Source: an optimization exercise on an open RTL-to-GDS flow (aim: small area and a short achievable clock period). Production flows keep margins and buffers that such runs may drop.
RTL that was checked went through simulation tests only; none was proved equivalent to the original.
The flow treats the clock pin as an ideal source. Dropping or thinning the clock tree relies on that and would not hold on a real chip.
Power and IR drop assume default switching activity.

==> flow/design.v (excerpt) <==
module moving_avg_filt(
  input clk,
  input signed [7:0] signal_in,
  output signed [7:0] signal_out
  );
Size in the first run: roughly 830 cells after synthesis, about 560 flip-flops.
Settings: LEC_CHECK=0, ABC_CLOCK_PERIOD_IN_PS=2000, CAP_MARGIN=20, CORE_MARGIN=2, CORE_UTILIZATION=60, HOLD_SLACK_MARGIN=0, PLACE_DENSITY=0.75, SLEW_MARGIN=20; clock period 8.0 ns.
standard.sh (not shown) runs the stock make flow with config.mk's settings and CLKGATE_MAP_FILE= SYNTH_SCRIPT=/design/flow/synth_recipe.tcl, a recipe that flattens the netlist after the stock synthesis.
==> flow/flow/run.sh <==
#!/bin/bash
set -euo pipefail
bash standard.sh \
  BUFFER_PORTS_ARGS="-buffer_cell sky130_fd_sc_hd__buf_2" \
  CTS_ARGS="-sink_clustering_enable -repair_clock_nets -dont_use_dummy_load -sink_clustering_size 34 -sink_clustering_max_diameter 70 -buf_list {sky130_fd_sc_hd__clkbuf_16}" \
  SETUP_SLACK_MARGIN=5.6 \
  finish > flow.log 2>&1
Change:
==> flow/flow/run.sh (replaced) <==
#!/bin/bash
# Standard ORFS layout (standard synthesis unchanged) with port buffers of a
# plain buffer cell, no CTS dummy loads, and a tighter setup repair target.
set -euo pipefail
bash standard.sh \
  BUFFER_PORTS_ARGS="-buffer_cell sky130_fd_sc_hd__buf_2" \
  CTS_ARGS="-sink_clustering_enable -repair_clock_nets -dont_use_dummy_load -sink_clustering_size 20 -sink_clustering_max_diameter 50 -buf_list {sky130_fd_sc_hd__clkbuf_8 sky130_fd_sc_hd__clkbuf_16}" \
  SETUP_SLACK_MARGIN=5.6 \
  finish > flow.log 2>&1
Outcome: First-iteration DRC count goes up by 4.6%. Core utilization goes up by 1.7 points. Final cell count goes up by 1.3%. Routed wire length goes up by 3.4%. Global-route usage goes up by 0.82 points. Final area goes up by 2.6%. Worst hold slack is about the same. Combinational power goes down by about 0.8%. Via count goes up by 2.8%.
Change:
==> flow/flow/run.sh (replaced) <==
#!/bin/bash
set -euo pipefail
bash standard.sh \
  BUFFER_PORTS_ARGS="-buffer_cell sky130_fd_sc_hd__buf_2" \
  CTS_ARGS="-sink_clustering_enable -repair_clock_nets -dont_use_dummy_load -sink_clustering_size 30 -sink_clustering_max_diameter 60 -buf_list {sky130_fd_sc_hd__clkbuf_16}" \
  SETUP_SLACK_MARGIN=5.6 \
  finish > flow.log 2>&1
Result: Final cell count goes down slightly; clock-buffer cell count goes down by 10; sequential cell count does not change; power goes down by a few percent; synthesized area is unchanged; non-clock buffer count goes down by 2.
No run of this note included a check of the RTL's function; only the layout flow was run.


## main
moving_avg_filt, a different RTL version from the one above (not shown whole).
Size in the first run: about 820 cells after synthesis, roughly 13000 µm² of cells after synthesis.
Settings: LEC_CHECK=0, ABC_CLOCK_PERIOD_IN_PS=2000, CAP_MARGIN=20, CORE_MARGIN=2, CORE_UTILIZATION=60, CTS_BUF_LIST=sky130_fd_sc_hd__clkbuf_8 sky130_fd_sc_hd__clkbuf_16, CTS_CLUSTER_DIAMETER=50, CTS_CLUSTER_SIZE=20, HOLD_SLACK_MARGIN=0, PLACE_DENSITY=0.75, SETUP_SLACK_MARGIN=5, SLEW_MARGIN=20; clock period 8.0 ns.
==> flow/flow/run.sh <==
#!/bin/bash
# Standard ORFS layout with port buffers of a plain buffer cell and no CTS dummy loads.
set -euo pipefail
bash standard.sh \
  BUFFER_PORTS_ARGS="-buffer_cell sky130_fd_sc_hd__buf_2" \
  CTS_ARGS="-sink_clustering_enable -repair_clock_nets -dont_use_dummy_load -sink_clustering_size 20 -sink_clustering_max_diameter 50 -buf_list {sky130_fd_sc_hd__clkbuf_8 sky130_fd_sc_hd__clkbuf_16}" \
  finish > flow.log 2>&1
## Diff of input files: the feature branch against main
==> flow/run.sh (new file) <==
#!/bin/bash
# synth_recipe.tcl (not shown) runs the flow's synth.tcl, then flattens the netlist and writes it again
# the make line also repeats each setting of config.mk as NAME=value (left out here)
make -C /OpenROAD-flow-scripts/flow DESIGN_CONFIG=/design/flow/config.mk WORK_HOME=/design/flow/orfs CLKGATE_MAP_FILE= SYNTH_SCRIPT=/design/flow/synth_recipe.tcl finish
removed: flow/flow/run.sh
removed: flow/standard.sh
==> comparison <==
- The feature branch: sequential share of layout area is 1.6 points lower than what main reported.
- Area overhead of the layout relative to synthesis: lower on main
- Relative to main, the setup slack after layout of the feature branch is lower by 77 ps.
- Looking at pin count of the biggest net entering global routing across the feature branch and main, the one that comes out higher is the feature branch.
Function was not checked in any run of this note: the RTL went through the layout flow alone.


moving_avg_filt, a different RTL version from the one above (not shown whole).
Size in the first run: about 840 cells after synthesis, ~550 flip-flops, about 13000 um2 of cells after synthesis.
## moving_avg_filt
module moving_avg_filt(
  input clk,
  input signed [7:0] signal_in,
  output signed [7:0] signal_out
  );
==> flow/config.mk <==
export PLATFORM = sky130hd
export DESIGN_NAME = moving_avg_filt
export DESIGN_NICKNAME = moving_avg_filt
export VERILOG_FILES = /design/flow/design.v
export SDC_FILE = /design/flow/constraint.sdc
export NUM_CORES = 4
export LEC_CHECK = 0
export ABC_CLOCK_PERIOD_IN_PS = 2000
export CAP_MARGIN = 20
export CORE_MARGIN = 2
export CORE_UTILIZATION = 60
export HOLD_SLACK_MARGIN = 0
export PLACE_DENSITY = 0.75
export SETUP_SLACK_MARGIN = 5
export SLEW_MARGIN = 20
==> flow/constraint.sdc <==
create_clock -name core_clock -period 8.0 [get_ports {clk}]
set_input_delay 1.6000 -clock core_clock [delete_from_list [all_inputs] [get_ports {clk}]]
set_output_delay 1.6000 -clock core_clock [all_outputs]
set_load 0.01 [all_outputs]
run.sh (not shown) runs the stock make flow with config.mk's settings and CLKGATE_MAP_FILE= SYNTH_SCRIPT=/design/flow/synth_recipe.tcl, a recipe that flattens the netlist after the stock synthesis.
Stock flow here: none of the scripts above is used.
The first run went through all stages and came out clean.
Edit:
==> flow/config.mk (replaced) <==
export PLATFORM = sky130hd
export DESIGN_NAME = moving_avg_filt
export DESIGN_NICKNAME = moving_avg_filt
export VERILOG_FILES = /design/flow/design.v
export SDC_FILE = /design/flow/constraint.sdc
export NUM_CORES = 4
export LEC_CHECK = 0
export CAP_MARGIN = 20
export CORE_MARGIN = 2
export CORE_UTILIZATION = 40
export SLEW_MARGIN = 20
Outcome:
- power went down by 0.41%
- count of clock-buffer cells in the layout rises by 1
- setup slack gets worse by 500 ps
- design area stays flat
- global-route usage shrinks by 6.5 points
- non-clock buffer count goes down by 18
- routed wire length decreases by about 15%


Another version of the RTL of moving_avg_filt (not shown whole).
Size in the first run: roughly 830 cells after synthesis, roughly 560 flip-flops.
// moving_avg_filt
module moving_avg_filt(
  input clk,
  input signed [7:0] signal_in,
  output signed [7:0] signal_out
  );
==> flow/config.mk <==
export PLATFORM = sky130hd
export DESIGN_NAME = moving_avg_filt
export DESIGN_NICKNAME = moving_avg_filt
export VERILOG_FILES = /design/flow/design.v
export SDC_FILE = /design/flow/constraint.sdc
export NUM_CORES = 4
export LEC_CHECK = 0
export ABC_CLOCK_PERIOD_IN_PS = 2000
export CAP_MARGIN = 20
export CORE_MARGIN = 2
export CORE_UTILIZATION = 60
export HOLD_SLACK_MARGIN = 0
export PLACE_DENSITY = 0.75
export SLEW_MARGIN = 20
==> flow/constraint.sdc <==
create_clock -name core_clock -period 8.0 [get_ports {clk}]
set_input_delay 1.6000 -clock core_clock [delete_from_list [all_inputs] [get_ports {clk}]]
set_output_delay 1.6000 -clock core_clock [all_outputs]
set_load 0.01 [all_outputs]
standard.sh (not shown) runs the stock make flow with config.mk's settings and CLKGATE_MAP_FILE= SYNTH_SCRIPT=/design/flow/synth_recipe.tcl, a recipe that flattens the netlist after the stock synthesis.
==> flow/flow/run.sh <==
#!/bin/bash
set -euo pipefail
bash standard.sh \
  BUFFER_PORTS_ARGS="-buffer_cell sky130_fd_sc_hd__buf_2" \
  CTS_ARGS="-sink_clustering_enable -repair_clock_nets -dont_use_dummy_load -branching_point_buffers_distance 1000 -distance_between_buffers 1000 -sink_clustering_size 34 -sink_clustering_max_diameter 70 -buf_list {sky130_fd_sc_hd__clkbuf_16}" \
  SETUP_SLACK_MARGIN=5.4 \
  finish > flow.log 2>&1
The starting point went through all stages and came out clean.
Change:
==> flow/flow/run.sh (replaced) <==
#!/bin/bash
# Standard ORFS layout (standard synthesis unchanged) with port buffers of a
# plain buffer cell, no CTS dummy loads, a tighter setup repair target, and
# the clock tree's branch level removed after CTS (flow/collapse.tcl).
set -euo pipefail
bash standard.sh \
  BUFFER_PORTS_ARGS="-buffer_cell sky130_fd_sc_hd__buf_2" \
  CTS_ARGS="-sink_clustering_enable -repair_clock_nets -dont_use_dummy_load -sink_clustering_size 34 -sink_clustering_max_diameter 70 -buf_list {sky130_fd_sc_hd__clkbuf_16}" \
  POST_CTS_TCL="$PWD/flow/collapse.tcl" \
  SETUP_SLACK_MARGIN=5.4 \
  finish > flow.log 2>&1
==> flow/flow/collapse.tcl (new file) <==
# Remove the branch level of the clock tree: every clock buffer that the root
# buffer drives and that itself drives only clock buffers is taken out, and the
# buffers it drove are fed by the root buffer directly. All leaf buffers stay
# one level below the root, so every register's clock keeps the same depth.
set block [ord::get_db_block]
set clk_net [$block findNet clk]
set root ""
foreach it [$clk_net getITerms] {
  if {[$it isInputSignal]} { set root [$it getInst] }
}
set root_out [[$root findITerm X] getNet]
set removed 0
foreach it [$root_out getITerms] {
  set inst [$it getInst]
  if {$inst == $root} { continue }
  set x [$inst findITerm X]
  if {$x == "NULL" || $x == ""} { continue }
  set out [$x getNet]
  set loads {}
  set all_bufs 1
  foreach lt [$out getITerms] {
    if {[$lt getInst] == $inst} { continue }
    if {![string match "sky130_fd_sc_hd__clkbuf_*" [[[$lt getInst] getMaster] getName]]} { set all_bufs 0 }
    lappend loads $lt
  }
  if {!$all_bufs} { continue }
  foreach lt $loads {
    $lt disconnect
    $lt connect $root_out
  }
  $x disconnect
  $it disconnect
  odb::dbInst_destroy $inst
  odb::dbNet_destroy $out
  incr removed
}
puts "collapse.tcl: removed $removed branch clock buffers"
estimate_parasitics -placement
report_clock_skew
Result: The changed run finished clean. Clock-buffer cell count is lower by 2. Wire length is lower by 0.81%. Clock power is lower by about 5%. Utilization is lower by 0.23 points. Via count is lower by 0.59%. Setup slack gains 0.015 ns. Clock skew is lower by 0.028 ns. Cell count hardly moves. Maximum frequency is higher by 0.60%. Die area does not change. Sequential power hardly moves.
Change:
==> flow/flow/run.sh (replaced) <==
#!/bin/bash
set -euo pipefail
bash standard.sh \
  BUFFER_PORTS_ARGS="-buffer_cell sky130_fd_sc_hd__buf_2" \
  CTS_ARGS="-sink_clustering_enable -repair_clock_nets -dont_use_dummy_load -sink_clustering_size 34 -sink_clustering_max_diameter 70 -buf_list {sky130_fd_sc_hd__clkbuf_16}" \
  SETUP_SLACK_MARGIN=5.6 \
  finish > flow.log 2>&1
removed: flow/flow/collapse.tcl
What happened:
- The new run finished with timing, DRC and antenna clean
- non-clock buffer count is higher by 14
- maximum frequency came out lower by 2.5%
- synthesized cell count is unchanged
- count of clock-buffer cells in the layout went up by 4
Change:
--- a/flow/flow/run.sh
+++ b/flow/flow/run.sh
@@ -5,3 +5,3 @@
   CTS_ARGS="-sink_clustering_enable -repair_clock_nets -dont_use_dummy_load -sink_clustering_size 34 -sink_clustering_max_diameter 70 -buf_list {sky130_fd_sc_hd__clkbuf_16}" \
-  SETUP_SLACK_MARGIN=5.6 \
+  SETUP_SLACK_MARGIN=5.4 \
   finish > flow.log 2>&1
=> Sequential cell count is unchanged; worst setup slack is better by 0.049 ns; via count came out lower by about 3.7%; routed wire length came out lower by about 1.8%; first-iteration DRC count came out lower by about 12%; area after synthesis is unchanged; global-route usage came out lower by 0.31 points.

-- port drivers added, routing unchanged --
The flow's constraints put no driver on any port. The routed layouts listed below were extracted and timed again, unchanged, in two steps.
Step 1 assumes that a clkbuf_16 drives the clock port and a buf_2 every other input.
Step 2 times the ports against the registers' clock, not the clock port: input delays grow and output delays shrink by t, the midpoint of the rising clock arrivals with the driver on.
Three values: ideal ports, drivers, drivers and shift; two values: the first two.
run | t, ns | setup WS [ns] | latest minus earliest clock arrival (ns) | worst register clock-pin slew, ns
the first run of note 1 | 0.557 | 5.453 / 5.405 / 5.014 | 0.045 / 0.046 | 0.12 / 0.12
the second run of note 1 | 0.536 | 5.476 / 5.431 / 5.004 | 0.067 / 0.067 | 0.08 / 0.08
the third run of note 1 | 0.567 | 5.440 / 5.394 / 4.978 | 0.057 / 0.057 | 0.10 / 0.10
main | 0.540 | 5.148 / 5.148 / 4.800 | 0.054 / 0.054 | 0.08 / 0.08
the feature branch | 0.556 | 5.071 / 5.095 / 4.539 | 0.020 / 0.020 | 0.08 / 0.08
the first run of note 3 | 0.587 | 4.810 / 4.810 / 4.810 | 0.030 / 0.031 | 0.07 / 0.07
the second run of note 3 | 0.591 | 4.310 / 4.310 / 4.310 | 0.024 / 0.023 | 0.07 / 0.07
the first run of note 4 | 0.556 | 5.440 / 5.395 / 4.947 | 0.061 / 0.062 | 0.12 / 0.12
the second run of note 4 | 0.528 | 5.455 / 5.410 / 4.997 | 0.035 / 0.035 | 0.12 / 0.12
the third run of note 4 | 0.560 | 5.390 / 5.347 / 5.073 | 0.045 / 0.045 | 0.12 / 0.12
the fourth run of note 4 | 0.556 | 5.440 / 5.395 / 4.947 | 0.061 / 0.062 | 0.12 / 0.12
After both steps every run listed still meets setup and hold. The setup slack of the feature branch, which loses most, moves by +0.024 ns with the drivers and by -0.532 ns with both steps.
